Context: an optimization exercise on an open-source flow, tuned for small area, a short achievable clock period and few clock cycles per item. The choices shown serve that exercise and are no tape-out recipe.
In this exercise RTL edits were held to simulation tests only and were not proved equivalent to the original.

==> flow/design.v <==
module systolic_multiplier(
	input wire clk,
	input wire rst_n,
	input wire start,
	input wire [163 - 1 : 0] a,
	input wire [163 - 1 : 0] g,
	input wire [BWIDTH - 1:0] b,
	output wire [163 - 1 : 0] t_i_j,
	output reg done
);
localparam W = 163;
localparam D = 12;
localparam BWIDTH = 168;
localparam K = (BWIDTH + D - 1) / D;                
localparam BW = K * D;                              
localparam SPLIT = 96;                          
localparam CW = 4;                               
reg  [W - 1 : 0] reg_a;
reg  [W - 1 : 0] reg_g;
reg  [BW - 1 : 0] reg_b;
reg  [W - 1 : 0] tr;        
reg  [D - 1 : 0] q;         
reg  [D - 1 : 0] qn;        
reg  [D - 1 : 0] dign;      
reg  [D - 1 : 0] hb;        
reg  busy;                  
reg  fix;                   
reg  [CW - 1 : 0] counter;
wire ld = ~(busy | fix);    
assign t_i_j = tr;
always @(posedge clk or negedge rst_n) begin
	if (!rst_n) begin
		busy <= 1'b0;
		fix <= 1'b0;
		counter <= 0;
		done <= 1'b0;
	end else begin
		done <= fix;
		fix <= busy && (counter == K - 1);
		if (busy) begin
			if (counter == K - 1) begin
				busy <= 1'b0;
				counter <= 0;
			end else
				counter <= counter + 1'b1;
		end else if (start && !fix) begin
			busy <= 1'b1;
			counter <= 0;
		end
	end
end
wire [D - 1 : 0] dig = reg_b[BW - 1 -: D];
wire [D - 1 : 0] dig_nx = reg_b[BW - D - 1 -: D];
reg [D - 1 : 0] fac [0 : 3];
reg [D - 1 : 0] pr01, pr23, c_in;
reg [D - 1 : 1] c_r;        
wire [D - 1 : 0] c = {c_r, 1'b1};
wire [D - 1 : 0] c_q = ld ? {D{1'b0}} : c;
integer i, j, k;
always @* begin
	for (k = 0; k < 4; k = k + 1) begin
		fac[k] = 0;
		fac[k][0] = 1'b1;
		for (j = 1; j < D; j = j + 1)
			if ((j << k) < D)
				fac[k][j << k] = g[W - j];
	end
	pr01 = 0; pr23 = 0; c_in = 0;
	for (i = 0; i < D; i = i + 1)
		for (j = 0; j <= i; j = j + 1) begin
			pr01[i] = pr01[i] ^ (fac[0][j] & fac[1][i - j]);
			pr23[i] = pr23[i] ^ (fac[2][j] & fac[3][i - j]);
		end
	for (i = 0; i < D; i = i + 1)
		for (j = 0; j <= i; j = j + 1)
			c_in[i] = c_in[i] ^ (pr01[j] & pr23[i - j]);
end
reg [W - 1 : 0] ta;           
reg [W - 1 : 0] ba;           
reg [D - 1 : 0] hq;           
reg [D - 1 : 0] q_new;        
reg [D - 1 : 0] hb_in, hb_nx;  
always @* begin
	for (i = 0; i < W; i = i + 1) begin
		ta[i] = tr[i];
		ba[i] = 1'b0;
		for (j = 0; j < D; j = j + 1)
			if (i >= j) begin
				ta[i] = ta[i] ^ ((i < SPLIT ? q[j] : ~qn[j]) & reg_g[i - j]);
				ba[i] = ba[i] ^ ((i < SPLIT ? dig[j] : ~dign[j]) & reg_a[i - j]);
			end
	end
	for (i = 0; i < D; i = i + 1) begin
		hq[i] = tr[W + i - D] ^ hb[i];
		for (j = 0; j < D; j = j + 1)
			if (W + i - D >= j)
				hq[i] = hq[i] ^ (~qn[j] & reg_g[W + i - D - j]);
		hb_in[i] = 1'b0;
		hb_nx[i] = 1'b0;
		for (j = 0; j < D; j = j + 1)
			if (W + i - j <= W - 1) begin
				hb_in[i] = hb_in[i] ^ (b[BW - 1 - (D - 1) + j] & a[W + i - j]);
				hb_nx[i] = hb_nx[i] ^ (dig_nx[j] & reg_a[W + i - j]);
			end
	end
	for (i = 0; i < D; i = i + 1) begin
		q_new[i] = 1'b0;
		for (k = 0; k < D - i; k = k + 1)
			q_new[i] = q_new[i] ^ (c_q[k] & hq[i + k]);
	end
end
always @(posedge clk) begin
	q <= q_new;
	qn <= ~q_new;
	if (ld) begin
		reg_a <= a;
		reg_g <= g;
		c_r <= c_in[D - 1 : 1];
		reg_b <= {{(BW - BWIDTH){1'b0}}, b};
		tr <= {W{1'b0}};
		dign <= ~b[BW - 1 -: D];
		hb <= hb_in;
	end else begin
		reg_b <= reg_b << D;
		tr <= fix ? ta : ({ta[W - D - 1 : 0], {D{1'b0}}} ^ ba);
		dign <= ~dig_nx;
		hb <= hb_nx;
	end
end
endmodule  
export LEC_CHECK = 0
export CAP_MARGIN = 20
export CORE_MARGIN = 2
export CORE_UTILIZATION = 40
export SETUP_SLACK_MARGIN = 4.1
export SLEW_MARGIN = 20
create_clock -name core_clock -period 7.0 [get_ports {clk}]
standard.sh (not shown) runs the stock make flow with config.mk's settings and CLKGATE_MAP_FILE= SYNTH_SCRIPT=/design/flow/synth_recipe.tcl, a recipe that flattens the netlist after the stock synthesis.
==> flow/flow/run.sh <==
#!/bin/bash
# The standard layout, with the port buffers inserted as buf_1 cells
# (ORFS's buffer_ports otherwise picks clkdlybuf4s50_1). Timing repair
# still resizes the ones on critical paths.
set -euo pipefail
export BUFFER_PORTS_ARGS="-buffer_cell sky130_fd_sc_hd__buf_1"
bash standard.sh > standard_flow.log 2>&1
Testbench counts at the start, summed over its fixed seeds: cycles 25,608, items 1,600.
==> next run, changes <==
--- a/flow/design.v
+++ b/flow/design.v
@@ -14,5 +14,4 @@
 localparam K = (BWIDTH + D - 1) / D;                
 localparam BW = K * D;                              
-localparam SPLIT = 96;                          
 localparam CW = 4;                               
 reg  [W - 1 : 0] reg_a;
@@ -22,5 +21,4 @@
 reg  [D - 1 : 0] q;         
 reg  [D - 1 : 0] qn;        
-reg  [D - 1 : 0] dign;      
 reg  [D - 1 : 0] hb;        
 reg  busy;                  
@@ -56,5 +54,4 @@
 reg [D - 1 : 1] c_r;        
 wire [D - 1 : 0] c = {c_r, 1'b1};
-wire [D - 1 : 0] c_q = ld ? {D{1'b0}} : c;
 integer i, j, k;
 always @* begin
@@ -87,6 +84,6 @@
 		for (j = 0; j < D; j = j + 1)
 			if (i >= j) begin
-				ta[i] = ta[i] ^ ((i < SPLIT ? q[j] : ~qn[j]) & reg_g[i - j]);
-				ba[i] = ba[i] ^ ((i < SPLIT ? dig[j] : ~dign[j]) & reg_a[i - j]);
+				ta[i] = ta[i] ^ (q[j] & reg_g[i - j]);
+				ba[i] = ba[i] ^ (dig[j] & reg_a[i - j]);
 			end
 	end
@@ -107,10 +104,8 @@
 		q_new[i] = 1'b0;
 		for (k = 0; k < D - i; k = k + 1)
-			q_new[i] = q_new[i] ^ (c_q[k] & hq[i + k]);
+			q_new[i] = q_new[i] ^ (c[k] & hq[i + k]);
 	end
 end
 always @(posedge clk) begin
-	q <= q_new;
-	qn <= ~q_new;
 	if (ld) begin
 		reg_a <= a;
@@ -119,10 +114,12 @@
 		reg_b <= {{(BW - BWIDTH){1'b0}}, b};
 		tr <= {W{1'b0}};
-		dign <= ~b[BW - 1 -: D];
+		q <= {D{1'b0}};
+		qn <= {D{1'b1}};
 		hb <= hb_in;
 	end else begin
 		reg_b <= reg_b << D;
 		tr <= fix ? ta : ({ta[W - D - 1 : 0], {D{1'b0}}} ^ ba);
-		dign <= ~dig_nx;
+		q <= q_new;
+		qn <= ~q_new;
 		hb <= hb_nx;
 	end
Final cell count goes up by about 0.6%. Fmax goes up by about 7%. Synthesized cell count goes up by 3.3%. Critical path depth goes down by 2. Setup slack improves by 0.20 ns.
Testbench counts after the change, summed over its fixed seeds: cycles 25,608, items 1,600.

[port drivers added, routing unchanged]
Ports are ideal in the flow. The routed layouts listed here were re-timed in OpenROAD.
Step 1: set_driving_cell puts a clkbuf_16 on clk and a buf_2 on each other input, an assumption about the parent block.
Step 2 moves the port delays by t, midway between the first and last clock arrival at a register: inputs arrive t later, outputs are due t later. That takes back most of the time a late clock gives input paths.
Three values: ideal ports, drivers, drivers and shift; two values: the first two.
run	t, ns	slack for setup (ns)	latest minus earliest clock arrival (ns)	worst data-port slew with drivers (ns)	pins driven straight from the clock port
the first run	0.867	3.907 / 3.907 / 3.515	0.071 / 0.071	0.23	1
the second run	0.860	4.109 / 4.042 / 3.513	0.101 / 0.100	0.19	1
After both steps setup and hold are still met in every run listed. The setup slack of the second run, which loses most, moves by -0.067 ns with the drivers and by -0.596 ns with both steps.
